What follows belongs to an exercise in optimizing a design on an open flow for small area and a short achievable clock period; a production flow would make more cautious choices. RTL that was checked went through simulation tests only; none was proved equivalent to the original. The clock input has no modelled driver; a real chip could not lean on it and would need a root buffer or a full tree. Power and IR drop assume default switching activity.

==> flow/design.v (excerpt) <==
module accumulator_sum (
    input  logic        clk,
    input  logic        rst,
    input  logic        start,
    input  logic        clear,
    input  logic [3:0]  data_in_a,
    input  logic [3:0]  data_in_b,
    output logic [3:0]  data_out,
    output logic        data_out_valid,
    output logic        result_complete,
    output logic        ready,
    output logic        response
);
    logic        s_q, r_q;
    logic [2:0]  c_q;
    logic        ready_q, valid_q, complete_q, resp_q;
    logic [31:0] acc_q;        
    logic [3:0]  hi_q;         
    logic [1:0]  cy_q;         
    logic        zq;           
    logic [3:0]  p_q, g_q;
    wire idle    = !s_q && !r_q;
    wire go      = idle && start;
    wire sum_go  = go && !clear;
    wire rd_go   = go && clear;
    wire s_last  = s_q && resp_q;                                    
    wire r_hi    = r_q && resp_q;                                    
    wire r_last  = r_q && valid_q && !resp_q && (c_q == 3'd6);       
    wire fold_last = idle && !ready_q;
    wire fold    = s_q || fold_last;
    wire en      = fold || r_q;
    wire cy_mid  = !r_q && !ready_q;
  ...
Size in the first run: roughly 56 flip-flops.
export LEC_CHECK = 0
export CAP_MARGIN = 20
export CORE_MARGIN = 2
export CORE_UTILIZATION = 40
export SLEW_MARGIN = 20
create_clock -name core_clock -period 10.0 [get_ports {clk}]
standard.sh (not shown) runs the stock make flow with config.mk's settings and CLKGATE_MAP_FILE= SYNTH_SCRIPT=/design/flow/synth_recipe.tcl, a recipe that flattens the netlist after the stock synthesis.
==> flow/flow/run.sh <==
#!/bin/bash
# The standard ORFS layout (the standard.sh, at the design's clock period and SDC),
# with these settings changed:
#  - synthesis: abc maps with an area script (flow/abc_area.script; ORFS's scripts are
#    copied to orfs_scripts/ so that only this one file differs) and no full/half-adder
#    cells. The registers are the same as in the standard synthesis.
#  - ports get buf_1 buffers instead of the slow clkdlybuf4s50_1.
#  - repair_timing aims for 7.3 ns of setup margin: the 10 ns clock is much slower
#    than the logic, and the achieved period is what counts.
#  - core utilisation 65 % (a smaller die, shorter wires).
#  - after CTS, one level of 4 clock buffers drives all flip-flops (flow/cts_post.tcl).
# Each tool's output goes to standard_run.log and to ORFS's logs under orfs/logs/.
set -euo pipefail
PLATFORM_DONT_USE=$(sed -n '/^export DONT_USE_CELLS/,/^$/p' "$FLOW_HOME/platforms/sky130hd/config.mk" | grep -o 'sky130_fd_sc_hd__[A-Za-z0-9_]*' | tr '\n' ' ')
NO_REPAIR="sky130_fd_sc_hd__dlygate4sd1_1 sky130_fd_sc_hd__dlygate4sd2_1 sky130_fd_sc_hd__dlygate4sd3_1 sky130_fd_sc_hd__dlymetal6s2s_1 sky130_fd_sc_hd__dlymetal6s4s_1 sky130_fd_sc_hd__dlymetal6s6s_1 sky130_fd_sc_hd__clkdlybuf4s15_1 sky130_fd_sc_hd__clkdlybuf4s18_1 sky130_fd_sc_hd__clkdlybuf4s25_1 sky130_fd_sc_hd__clkdlybuf4s50_1 sky130_fd_sc_hd__clkdlybuf4s15_2 sky130_fd_sc_hd__clkdlybuf4s18_2 sky130_fd_sc_hd__clkdlybuf4s25_2 sky130_fd_sc_hd__clkdlybuf4s50_2 sky130_fd_sc_hd__buf_6 sky130_fd_sc_hd__buf_8 sky130_fd_sc_hd__buf_12 sky130_fd_sc_hd__buf_16 sky130_fd_sc_hd__dfxtp_4 sky130_fd_sc_hd__inv_6 sky130_fd_sc_hd__inv_8 sky130_fd_sc_hd__inv_12 sky130_fd_sc_hd__inv_16"
rm -rf orfs_scripts
cp -r "$FLOW_HOME/scripts" orfs_scripts
cp flow/abc_area.script orfs_scripts/abc_area.script
bash standard.sh \
  SCRIPTS_DIR=$PWD/orfs_scripts \
  ADDER_MAP_FILE= ABC_AREA=1 \
  "DONT_USE_CELLS=$PLATFORM_DONT_USE $NO_REPAIR" \
  "BUFFER_PORTS_ARGS=-buffer_cell sky130_fd_sc_hd__buf_1" \
  SETUP_SLACK_MARGIN=7.3 CORE_UTILIZATION=65 \
  "CTS_ARGS=-repair_clock_nets -dont_use_dummy_load" \
  POST_CTS_TCL=$PWD/flow/cts_post.tcl FLOW_CLKBUF=sky130_fd_sc_hd__clkbuf_16 FLOW_CLKGROUPS=2 \
  finish > standard_run.log 2>&1
==> flow/flow/cts_post.tcl <==
# After CTS: replace the clock tree by one level of clock buffers (FLOW_CLKGROUPS of
# them), each driving the flip-flops of one part of the design, all driven by the clock port.
# The design is small: this meets the clock-pin slew limit with less latency and
# area than the two-level H-tree CTS builds. All flip-flops get the same kind of path.
set block [ord::get_db_block]
set clk_net [[$block findBTerm clk] getNet]

# (sourced inside a proc: keep the lists in the global namespace)
set ::cts_sinks {}
set ::cts_bufs {}
set ::cts_nets {}
proc walk_clock {net} {
  foreach it [$net getITerms] {
    if {![$it isInputSignal]} { continue }
    set inst [$it getInst]
    set m [[$inst getMaster] getName]
    if {[regexp {__(clkbuf|buf|clkinv|inv)_} $m]} {
      lappend ::cts_bufs $inst
      foreach ot [$inst getITerms] {
        if {[$ot isOutputSignal] && [$ot getNet] ne "NULL"} {
          lappend ::cts_nets [$ot getNet]
          walk_clock [$ot getNet]
        }
      }
    } else {
      lappend ::cts_sinks $it
    }
  }
}
walk_clock $clk_net
set sinks $::cts_sinks
set bufs $::cts_bufs
set nets $::cts_nets
puts "cts_post: [llength $bufs] clock buffers, [llength $sinks] sinks"

# split the sinks into 1, 2 or 4 groups by position (halves by x, then halves by y);
# each group gets its own buffer at its centre, all driven by the clock port
proc sink_xy {it} {
  set b [[$it getInst] getBBox]
  return [list [expr {([$b xMin] + [$b xMax]) / 2}] [expr {([$b yMin] + [$b yMax]) / 2}]]
}
proc split_by {items k} {
  set keyed {}
  foreach it $items { lappend keyed [list [lindex [sink_xy $it] $k] $it] }
  set sorted {}
  foreach p [lsort -integer -index 0 $keyed] { lappend sorted [lindex $p 1] }
  set h [expr {[llength $sorted] / 2}]
  return [list [lrange $sorted 0 [expr {$h - 1}]] [lrange $sorted $h end]]
}
set groups [list $sinks]
if {$::env(FLOW_CLKGROUPS) >= 2} { set groups [split_by $sinks 0] }
if {$::env(FLOW_CLKGROUPS) >= 4} {
  set g4 {}
  foreach half $groups {
    foreach q [split_by $half 1] { lappend g4 $q }
  }
  set groups $g4
}

foreach it $sinks { $it disconnect }
foreach inst $bufs { odb::dbInst_destroy $inst }
foreach net $nets { odb::dbNet_destroy $net }

set master [[ord::get_db] findMaster $::env(FLOW_CLKBUF)]
set i 0
foreach g $groups {
  set sx 0; set sy 0
  foreach it $g {
    lassign [sink_xy $it] x y
    set sx [expr {$sx + $x}]; set sy [expr {$sy + $y}]
  }
  set n [llength $g]
  set buf [odb::dbInst_create $block $master clkbuf_leaf_$i]
  set net [odb::dbNet_create $block clknet_leaf_$i]
  $net setSigType CLOCK
  [$buf findITerm A] connect $clk_net
  [$buf findITerm X] connect $net
  foreach it $g { $it connect $net }
  $buf setLocation [expr {$sx / $n}] [expr {$sy / $n}]
  $buf setPlacementStatus PLACED
  incr i
}

detailed_placement
estimate_parasitics -placement
report_clock_latency
repair_timing_helper
detailed_placement
check_placement -verbose
Other scripts of this flow, unchanged in this note and not shown: flow/flow/abc_area.script
==> next run, changes <==
--- a/flow/flow/run.sh
+++ b/flow/flow/run.sh
@@ -24,4 +24,4 @@
   SETUP_SLACK_MARGIN=7.3 CORE_UTILIZATION=65 \
   "CTS_ARGS=-repair_clock_nets -dont_use_dummy_load" \
-  POST_CTS_TCL=$PWD/flow/cts_post.tcl FLOW_CLKBUF=sky130_fd_sc_hd__clkbuf_16 FLOW_CLKGROUPS=2 \
+  POST_CTS_TCL=$PWD/flow/cts_post.tcl FLOW_CLKBUF=sky130_fd_sc_hd__clkbuf_8 FLOW_CLKGROUPS=4 \
   finish > standard_run.log 2>&1
Effect:
- cell area hardly moves
- first-iteration DRC count went down by about 14%
- hold slack degrades by 0.0033 ns
- critical path depth does not change
No run of this note takes its clock network from TritonCTS; it comes from the design's own scripts or RTL.

---

Setup of v25:
Another version of the RTL of accumulator_sum (not shown whole).
For scale: roughly 190 cells after synthesis, ~61 flip-flops, roughly 20 I/O pins.
## accumulator_sum
module accumulator_sum (
    input  logic        clk,
    input  logic        rst,
    input  logic        start,
    input  logic        clear,
    input  logic [3:0]  data_in_a,
    input  logic [3:0]  data_in_b,
    output logic [3:0]  data_out,
    output logic        data_out_valid,
    output logic        result_complete,
    output logic        ready,
    output logic        response
);
Settings: LEC_CHECK=0, CAP_MARGIN=20, CORE_MARGIN=2, CORE_UTILIZATION=40, SLEW_MARGIN=20; clock period 10.0 ns.
==> flow/flow/run.sh <==
#!/bin/bash
# Standard ORFS layout with a few settings changed:
#  - abc maps with an area script (flow/abc_area.script; ORFS's scripts are copied so that
#    only this one file differs), and no full/half-adder cells,
#  - small port buffers (buf_1 instead of the slow clkdlybuf4s50_1),
#  - repair_timing aims for extra setup margin (the clock is much slower than the logic),
#  - after CTS, one level of clock buffers drives all flip-flops (flow/cts_post.tcl).
set -euo pipefail
rm -rf orfs_scripts
cp -r "$FLOW_HOME/scripts" orfs_scripts
cp flow/abc_area.script orfs_scripts/abc_area.script
bash standard.sh \
  SCRIPTS_DIR=$PWD/orfs_scripts \
  ADDER_MAP_FILE= ABC_AREA=1 \
  "BUFFER_PORTS_ARGS=-buffer_cell sky130_fd_sc_hd__buf_1" \
  SETUP_SLACK_MARGIN=6.9 \
  "CTS_ARGS=-repair_clock_nets -dont_use_dummy_load" \
  POST_CTS_TCL=$PWD/flow/cts_post.tcl FLOW_CLKBUF=sky130_fd_sc_hd__clkbuf_8 \
  finish > standard_run.log 2>&1
==> flow/flow/abc_area.script <==
strash; dc2; dch -f; amap; topo
Other scripts of this flow, unchanged in this note and not shown: flow/flow/cts_post.tcl
Input changes introduced in v9 (baseline for comparison: v25):
==> flow/flow/run.sh <==
#!/bin/bash
# Standard ORFS layout with a few settings changed:
#  - no full/half-adder cells and abc's area script (abc maps the adders as plain gates),
#  - small port buffers (buf_1 instead of the slow clkdlybuf4s50_1),
#  - repair_timing aims for extra setup margin (the clock is much slower than the logic),
#  - after CTS, one clock buffer drives all flip-flops (flow/cts_post.tcl).
set -euo pipefail
bash standard.sh \
  ADDER_MAP_FILE= ABC_AREA=1 \
  "BUFFER_PORTS_ARGS=-buffer_cell sky130_fd_sc_hd__buf_1" \
  SETUP_SLACK_MARGIN=7.3 \
  "CTS_ARGS=-repair_clock_nets -dont_use_dummy_load" \
  POST_CTS_TCL=$PWD/flow/cts_post.tcl FLOW_CLKBUF=sky130_fd_sc_hd__clkbuf_8 \
  finish > standard_run.log 2>&1
removed: flow/flow/abc_area.script
## What came out
v9: flow completed, timing, DRC and antenna clean. v25 reached the final stage; the timing, design-rule and antenna checks on its layout passed. The area used by sequential logic in the layout of v9 and that of v25 are within noise of each other. Compared v25 against v9; flip-flop and latch count within noise. Compared with v25, v9 shows a higher net switching power of the design. Utilization after layout in v9 vs v25: down 1.7 points. sky130_fd_sc_hd__nand2_1 as the leading cell type in the layout, fill and taps excluded was reported by v9, and sky130_fd_sc_hd__edfxtp_1 by v25. v9 can be clocked faster than v25.
## Diff of input files: v40 against v9
==> flow/flow/run.sh <==
#!/bin/bash
# Standard ORFS layout with a few settings changed:
#  - abc maps with an area script (flow/abc_area.script; ORFS's scripts are copied so that
#    only this one file differs), and no full/half-adder cells,
#  - small port buffers (buf_1 instead of the slow clkdlybuf4s50_1),
#  - repair_timing aims for extra setup margin (the clock is much slower than the logic),
#  - after CTS, one level of clock buffers drives all flip-flops (flow/cts_post.tcl).
set -euo pipefail
rm -rf orfs_scripts
cp -r "$FLOW_HOME/scripts" orfs_scripts
cp flow/abc_area.script orfs_scripts/abc_area.script
bash standard.sh \
  SCRIPTS_DIR=$PWD/orfs_scripts \
  ADDER_MAP_FILE= ABC_AREA=1 \
  "BUFFER_PORTS_ARGS=-buffer_cell sky130_fd_sc_hd__buf_1" \
  SETUP_SLACK_MARGIN=7.15 \
  "CTS_ARGS=-repair_clock_nets -dont_use_dummy_load" \
  POST_CTS_TCL=$PWD/flow/cts_post.tcl FLOW_CLKBUF=sky130_fd_sc_hd__clkbuf_8 \
  finish > standard_run.log 2>&1
==> flow/flow/abc_area.script (new file) <==
strash; dc2; dch -f; amap; topo
--- outcome ---
Detail-routed via count per cell essentially unchanged between v9 and v40.
On global routing usage on met2, the lower figure sits with v40, not v9.
When the final numbers for v9 and v40 were put side by side, the worst-case hold slack turned out to be smaller in v9.
When v40 is measured against v9, its wire length per cell after detailed routing turns out about 4% lower.
Of v9 and v40, the run reporting the higher relative area change from synthesis to final layout was v40.
Between v9 and v40, internal power contribution increased.
Input changes introduced in v21 (baseline for comparison: v40):
-- flow/flow/run.sh --
<<< v40, line 14
  ADDER_MAP_FILE= ABC_AREA=1 \
  "BUFFER_PORTS_ARGS=-buffer_cell sky130_fd_sc_hd__buf_1" \
  SETUP_SLACK_MARGIN=7.15 \
  "CTS_ARGS=-repair_clock_nets -dont_use_dummy_load" \
  POST_CTS_TCL=$PWD/flow/cts_post.tcl FLOW_CLKBUF=sky130_fd_sc_hd__clkbuf_8 \
>>> v21, line 14
  ADDER_MAP_FILE= ABC_AREA=1 \
  "BUFFER_PORTS_ARGS=-buffer_cell sky130_fd_sc_hd__buf_1" \
  SETUP_SLACK_MARGIN=7.3 \
  "CTS_ARGS=-repair_clock_nets -dont_use_dummy_load" \
  POST_CTS_TCL=$PWD/flow/cts_post.tcl FLOW_CLKBUF=sky130_fd_sc_hd__clkbuf_8 \
Results
- For the met3 layer wire length in the routed design, v21 came in 12 um higher than v40 did.
- In v21 the share of the cycle needed by the critical path after routing turned out 0.45 points lower than in v40.
- v21 ended with more final worst slack than v40.
- Relative to v40, via count increased by 24 in v21.
- Compared to v40, v21 has area occupied by multi-input gates about 2.5% higher.
- Global-route wire length before repair is lower on v40
No functional check of the RTL was part of any run of this note. No run of this note takes its clock network from TritonCTS; it comes from the design's own scripts or RTL.

## static timing again, ports no longer ideal
No port has a modelled driver above. Below, the same layouts with a new extraction and two added sets of constraints. Step 1 (the two cells are an assumption about what drives the block):
set clk [get_ports {clk}]
set_driving_cell -lib_cell sky130_fd_sc_hd__clkbuf_16 $clk
set_driving_cell -lib_cell sky130_fd_sc_hd__buf_2 [delete_from_list [all_inputs] $clk]
Step 2 moves the port delays by t, midway between the first and last clock arrival at a register: inputs arrive t later, outputs are due t later. That takes back most of the time a late clock gives input paths. Three values: ideal, step 1, step 2; two values: the first two.
| run | t (ns) | setup slack, ns | latest minus earliest clock arrival (ns) | worst register clock-pin slew, ns |
|---|---|---|---|---|
| the first run of note 1 | 0.199 | 7.375 / 7.331 / 7.267 | 0.004 / 0.004 | 0.10 / 0.10 |
| the second run of note 1 | 0.194 | 7.385 / 7.334 / 7.261 | 0.012 / 0.012 | 0.09 / 0.09 |
| v25 | 0.200 | 7.201 / 7.201 / 7.080 | 0.010 / 0.010 | 0.09 / 0.09 |
| v9 | 0.205 | 7.340 / 7.348 / 7.172 | 0.009 / 0.009 | 0.09 / 0.09 |
| v40 | 0.199 | 7.251 / 7.251 / 7.092 | 0.009 / 0.009 | 0.09 / 0.09 |
| v21 | 0.201 | 7.296 / 7.296 / 7.235 | 0.009 / 0.009 | 0.09 / 0.09 |
After both steps every run listed still meets setup and hold. The setup slack of v9, which loses most, moves by +0.008 ns with the drivers and by -0.168 ns with both steps.
